Context: an optimization exercise on an open-source flow, tuned for small area. The choices shown serve that exercise and are no tape-out recipe. Function was checked by simulation only, so behaviour that the tests miss may differ from the original. Power and IR drop assume default switching activity.

==> job 5224: inputs <==
==> flow/design.v <==
module rf_nand2x4 (input [3:0] a, input [3:0] b, output [3:0] y);
    assign y = ~(a & b);
endmodule
module rf_nor2x4 (input [3:0] a, input [3:0] b, output [3:0] y);
    assign y = ~(a | b);
endmodule
module rf_nand4x4 (input [3:0] a, input [3:0] b, input [3:0] c, input [3:0] d,
                   output [3:0] y);
    assign y = ~(a & b & c & d);
endmodule
module rf_oa22x4 (input [3:0] a1, input [3:0] a2, input [3:0] b1,
                  input [3:0] b2, output [3:0] y);
    assign y = (a1 | a2) & (b1 | b2);
endmodule
module rf_aoi222x4 (input [3:0] a1, input [3:0] a2, input [3:0] b1,
                    input [3:0] b2, input [3:0] c1, input [3:0] c2,
                    output [3:0] y);
    assign y = ~((a1 & a2) | (b1 & b2) | (c1 & c2));
endmodule
module rf_wr4 (input [3:0] q, input s1n, input [3:0] d1, input s2n,
               input [3:0] d2, input h, output [3:0] d);
    assign d = ~(({4{s1n}} | d1) & ({4{s2n}} | d2) & ~({4{h}} & q));
endmodule
module rf_rd4 (input [15:0] sel, input [63:0] vn, output [3:0] y);
    wire [23:0] t;
    wire [3:0] a, b;
    genvar k;
    generate
        for (k = 0; k < 5; k = k + 1) begin : g
            rf_aoi222x4 u (.a1({4{sel[3*k]}}),   .a2(vn[12*k +: 4]),
                           .b1({4{sel[3*k+1]}}), .b2(vn[12*k+4 +: 4]),
                           .c1({4{sel[3*k+2]}}), .c2(vn[12*k+8 +: 4]),
                           .y(t[4*k +: 4]));
        end
    endgenerate
    rf_nand2x4 u_5 (.a({4{sel[15]}}), .b(vn[60 +: 4]), .y(t[20 +: 4]));
    rf_nand4x4 u_a (.a(t[0 +: 4]), .b(t[4 +: 4]), .c(t[8 +: 4]), .d(t[12 +: 4]), .y(a));
    rf_nand2x4 u_b (.a(t[16 +: 4]), .b(t[20 +: 4]), .y(b));
    rf_nor2x4  u_y (.a(a), .b(b), .y(y));
endmodule
module rf_vfiq4 (input fiq, input fiqn, input [3:0] usr, input [3:0] fq,
                 output [3:0] v);
    rf_oa22x4 u (.a1({4{fiq}}), .a2(usr), .b1({4{fiqn}}), .b2(fq), .y(v));
endmodule
module rf_vbank4 (input [5:0] c, input [23:0] r, output [3:0] v);
    wire [3:0] ya, yb;
    rf_aoi222x4 u_a (.a1({4{c[0]}}), .a2(r[0 +: 4]), .b1({4{c[1]}}), .b2(r[4 +: 4]),
                     .c1({4{c[2]}}), .c2(r[8 +: 4]), .y(ya));
    rf_aoi222x4 u_b (.a1({4{c[3]}}), .a2(r[12 +: 4]), .b1({4{c[4]}}), .b2(r[16 +: 4]),
                     .c1({4{c[5]}}), .c2(r[20 +: 4]), .y(yb));
    rf_nand2x4 u_n (.a(ya), .b(yb), .y(v));
endmodule
module registerfile (
    output wire [31:0] Rn_data,
    output wire [31:0] Rm_data,
    output wire [31:0] Rs_data,
    input wire [31:0] Rd_data,
    input wire [31:0] RdHi_data,
    input wire [3:0] Rn,
    input wire [3:0] Rm,
    input wire [3:0] Rs,
    input wire [3:0] Rd,
    input wire [3:0] RdHi,
    input wire [4:0] mode,
    input wire regWrite,
    input wire regHiWrite,
    input wire clk
);
function [5:0] mclass;   
    input [3:0] m;
    reg fiq, irq, svc, abt, und;
    begin
        fiq = m[0] & ~m[1];
        irq = m[1] & ~m[0];
        svc = m[1] & m[0] & ~m[2] & ~m[3];
        abt = m[2] & ~m[3];
        und = m[3] & ~m[2];
        mclass = {und, abt, svc, irq, fiq, ~(fiq | irq | svc | abt | und)};
    end
endfunction
function [30:0] phys;
    input [3:0] r;
    input [5:0] c;
    reg [15:0] d;
    begin
        d = 16'b1 << r;
        phys[7:0]   = d[7:0];
        phys[12:8]  = d[12:8] & {5{~c[1]}};
        phys[13]    = d[13] & c[0];
        phys[14]    = d[14] & c[0];
        phys[15]    = d[15];
        phys[22:16] = d[14:8] & {7{c[1]}};
        phys[24:23] = d[14:13] & {2{c[3]}};
        phys[26:25] = d[14:13] & {2{c[4]}};
        phys[28:27] = d[14:13] & {2{c[2]}};
        phys[30:29] = d[14:13] & {2{c[5]}};
    end
endfunction
wire [5:0]  wc = mclass(mode[3:0]);
wire [30:0] w1 = phys(Rd, wc) & {31{regWrite}};
wire [30:0] w2 = phys(RdHi, wc) & {31{regHiWrite}};
wire [30:0] w1n = ~w1;
wire [30:0] w2n = ~w2;
wire [30:0] wh = ~(w1 | w2);
reg  [991:0] Rq;
wire [991:0] Rq_nx;
genvar i, b;
generate
    for (i = 0; i < 31; i = i + 1) begin : g_reg
        for (b = 0; b < 32; b = b + 4) begin : g_w
            rf_wr4 u_w (.q(Rq[32*i + b +: 4]), .s1n(w1n[i]), .d1(Rd_data[b +: 4]),
                        .s2n(w2n[i]), .d2(RdHi_data[b +: 4]), .h(wh[i]),
                        .d(Rq_nx[32*i + b +: 4]));
        end
    end
endgenerate
always @(posedge clk)
    Rq <= Rq_nx;
reg [3:0] ra_n, ra_m, ra_s, rmode;
always @(posedge clk) begin
    ra_n  <= Rn;
    ra_m  <= Rm;
    ra_s  <= Rs;
    rmode <= mode[3:0];
end
wire [5:0] rc = mclass(rmode);
wire [5:0] rcn = ~rc;
wire [511:0] vn;
assign vn[0 +: 256] = Rq[0 +: 256];
assign vn[32*15 +: 32] = Rq[32*15 +: 32];
generate
    for (i = 8; i < 13; i = i + 1) begin : g_v_fiq
        for (b = 0; b < 32; b = b + 4) begin : g_b
            rf_vfiq4 u_v (.fiq(rc[1]), .fiqn(rcn[1]), .usr(Rq[32*i + b +: 4]),
                          .fq(Rq[32*(i + 8) + b +: 4]), .v(vn[32*i + b +: 4]));
        end
    end
    for (i = 13; i < 15; i = i + 1) begin : g_v_bank
        for (b = 0; b < 32; b = b + 4) begin : g_b
            rf_vbank4 u_v (.c({rc[5], rc[4], rc[2], rc[3], rc[1], rc[0]}),
                           .r({Rq[32*(i + 16) + b +: 4], Rq[32*(i + 12) + b +: 4],
                               Rq[32*(i + 14) + b +: 4], Rq[32*(i + 10) + b +: 4],
                               Rq[32*(i + 8) + b +: 4], Rq[32*i + b +: 4]}),
                           .v(vn[32*i + b +: 4]));
        end
    end
endgenerate
wire [15:0] sel_n = 16'b1 << ra_n;
wire [15:0] sel_m = 16'b1 << ra_m;
wire [15:0] sel_s = 16'b1 << ra_s;
generate
    for (b = 0; b < 32; b = b + 4) begin : g_rd
        wire [63:0] vb;
        for (i = 0; i < 16; i = i + 1) begin : g_col
            assign vb[4*i +: 4] = vn[32*i + b +: 4];
        end
        rf_rd4 u_n (.sel(sel_n), .vn(vb), .y(Rn_data[b +: 4]));
        rf_rd4 u_m (.sel(sel_m), .vn(vb), .y(Rm_data[b +: 4]));
        rf_rd4 u_s (.sel(sel_s), .vn(vb), .y(Rs_data[b +: 4]));
    end
endgenerate
endmodule
==> flow/flow/run.sh <==
#!/bin/bash
set -euo pipefail
cd "$(dirname "$0")/.."
export BUFFER_PORTS_ARGS="-buffer_cell sky130_fd_sc_hd__buf_1"
export CTS_ARGS="-sink_clustering_enable -repair_clock_nets -dont_use_dummy_load -buf_list {sky130_fd_sc_hd__clkbuf_4} -sink_clustering_size 8 -sink_clustering_max_diameter 45"
bash standard.sh finish > flow_make.log 2>&1
==> flow/standard.sh <==
#!/bin/bash
# synth_recipe.tcl (not shown) runs the flow's synth.tcl, then flattens the netlist and writes it again
# the make line also repeats each setting of config.mk as NAME=value (left out here)
make -C /OpenROAD-flow-scripts/flow DESIGN_CONFIG=/design/flow/config.mk WORK_HOME=/design/flow/orfs CLKGATE_MAP_FILE= SYNTH_SCRIPT=/design/flow/synth_recipe.tcl "${@:-finish}"
==> flow/config.mk <==
export PLATFORM = sky130hd
export DESIGN_NAME = registerfile
export DESIGN_NICKNAME = registerfile
export VERILOG_FILES = /design/flow/design.v
export SDC_FILE = /design/flow/constraint.sdc
export NUM_CORES = 4
export LEC_CHECK = 0
export CAP_MARGIN = 10
export CELL_PAD_IN_SITES_DETAIL_PLACEMENT = 1
export CELL_PAD_IN_SITES_GLOBAL_PLACEMENT = 1
export CORE_MARGIN = 2
export CORE_UTILIZATION = 45
export SLEW_MARGIN = 10
export SYNTH_HIERARCHICAL = 1
==> flow/constraint.sdc <==
create_clock -name core_clock -period 12.0 [get_ports {clk}]
set_input_delay 2.4000 -clock core_clock [delete_from_list [all_inputs] [get_ports {clk}]]
set_output_delay 2.4000 -clock core_clock [all_outputs]
set_load 0.01 [all_outputs]
==> inputs of job 1084, as changes to job 5224 <==
==> flow/run.sh (new file) <==
#!/bin/bash
# synth_recipe.tcl (not shown) runs the flow's synth.tcl, then flattens the netlist and writes it again
# the make line also repeats each setting of config.mk as NAME=value (left out here)
make -C /OpenROAD-flow-scripts/flow DESIGN_CONFIG=/design/flow/config.mk WORK_HOME=/design/flow/orfs CLKGATE_MAP_FILE= SYNTH_SCRIPT=/design/flow/synth_recipe.tcl finish
- CTS_BUF_LIST: not set -> sky130_fd_sc_hd__clkbuf_4
- CTS_CLUSTER_DIAMETER: not set -> 30
- CTS_CLUSTER_SIZE: not set -> 8
removed: flow/flow/run.sh
removed: flow/standard.sh
==> inputs of job 3627, as changes to job 5224 <==
==> flow/flow/run.sh (replaced) <==
#!/bin/bash
set -euo pipefail
cd "$(dirname "$0")/.."
export BUFFER_PORTS_ARGS="-buffer_cell sky130_fd_sc_hd__buf_1"
export CTS_ARGS="-sink_clustering_enable -repair_clock_nets -dont_use_dummy_load -buf_list {sky130_fd_sc_hd__clkbuf_4} -sink_clustering_size 8 -sink_clustering_max_diameter 30"
bash standard.sh finish > flow_make.log 2>&1
==> qor summary <==
|  | job 3627 | job 5224 | job 1084 |
|---|---|---|---|
| Run status | no timing/DRC/antenna violations | no timing/DRC/antenna violations | no timing/DRC/antenna violations |
| Timing endpoint of the critical path | Rm_data[15] | Rm_data[15] | Rs_data[1] |
| Number of global-route vias before repair | 50.5k | 49.8k | 51.8k |
| Slew at the pin closest to its max-slew limit | 1.42 ns | 1.39 ns | 1.39 ns |
| Worst flop-to-flop path startpoint | Rq[9] | Rq[9] | Rq[816] |
| Total placed cells including tap cells | 6053 | 6053 | 6067 |
| Part of the power in combinational logic | 0.231 | 0.239 | 0.211 |
| Clock buf count | 225 | 156 | 250 |
| Total combinational power | 0.00204 W | 0.00204 W | 0.00218 W |
| Aggregate global-route resource usage | 0.481 | 0.480 | 0.489 |
| Total number of vias | 52.4k | 52.1k | 53.1k |
| Clock period minus final worst setup slack | 7.48 ns | 7.29 ns | 7.98 ns |
| Worst Hold Path EP | Rq[830] | Rq[674] | Rq[762] |
| Combined area of the multi-input logic cells | 0.0235 sq mm | 0.0235 sq mm | 0.0235 sq mm |
| Terminus of the critical flop-to-flop path | Rq[9] | Rq[9] | Rq[816] |
| Clock-cell share of area | 0.0344 | 0.0241 | 0.0698 |
| Met3 usage in global routing | 0.173 | 0.171 | 0.176 |
| Post-DP HPWL | 132 mm | 132 mm | 133 mm |
| Internal power | 0.00577 W | 0.00551 W | 0.00690 W |
| Data arrival time of the critical path | 5.08 ns | 4.89 ns | 5.58 ns |
| Share of the clock period used by the worst path after layout | 0.623 | 0.607 | 0.665 |
| Power density relative to cell area | 180 mW/mm^2 | 175 mW/mm^2 | 197 mW/mm^2 |
| Vias per cell | 8.32 | 8.38 | 8.21 |

==> afterwards: timing with drivers on the ports <==
Ports are ideal in the flow. The routed layouts listed here were re-timed in OpenROAD. Step 1 assumes that a clkbuf_16 drives the clock port and a buf_2 every other input. Step 2, shift: input delay + t, output delay - t, t = (earliest + latest rising clock arrival at the registers) / 2. This alone moves slack from input paths to output paths. Three values: no drivers, after step 1, after step 2; two values: the first two.
run | shift t [ns] | setup slack, ns | slew at the worst register clock pin (ns)
job 5224 | 1.177 | 4.711 / 4.638 / 5.815 | 0.10 / 0.10
job 1084 | 1.250 | 4.017 / 3.941 / 5.192 | 0.10 / 0.10
job 3627 | 1.249 | 4.519 / 4.445 / 5.694 | 0.10 / 0.10
After both steps every run listed still meets setup and hold.
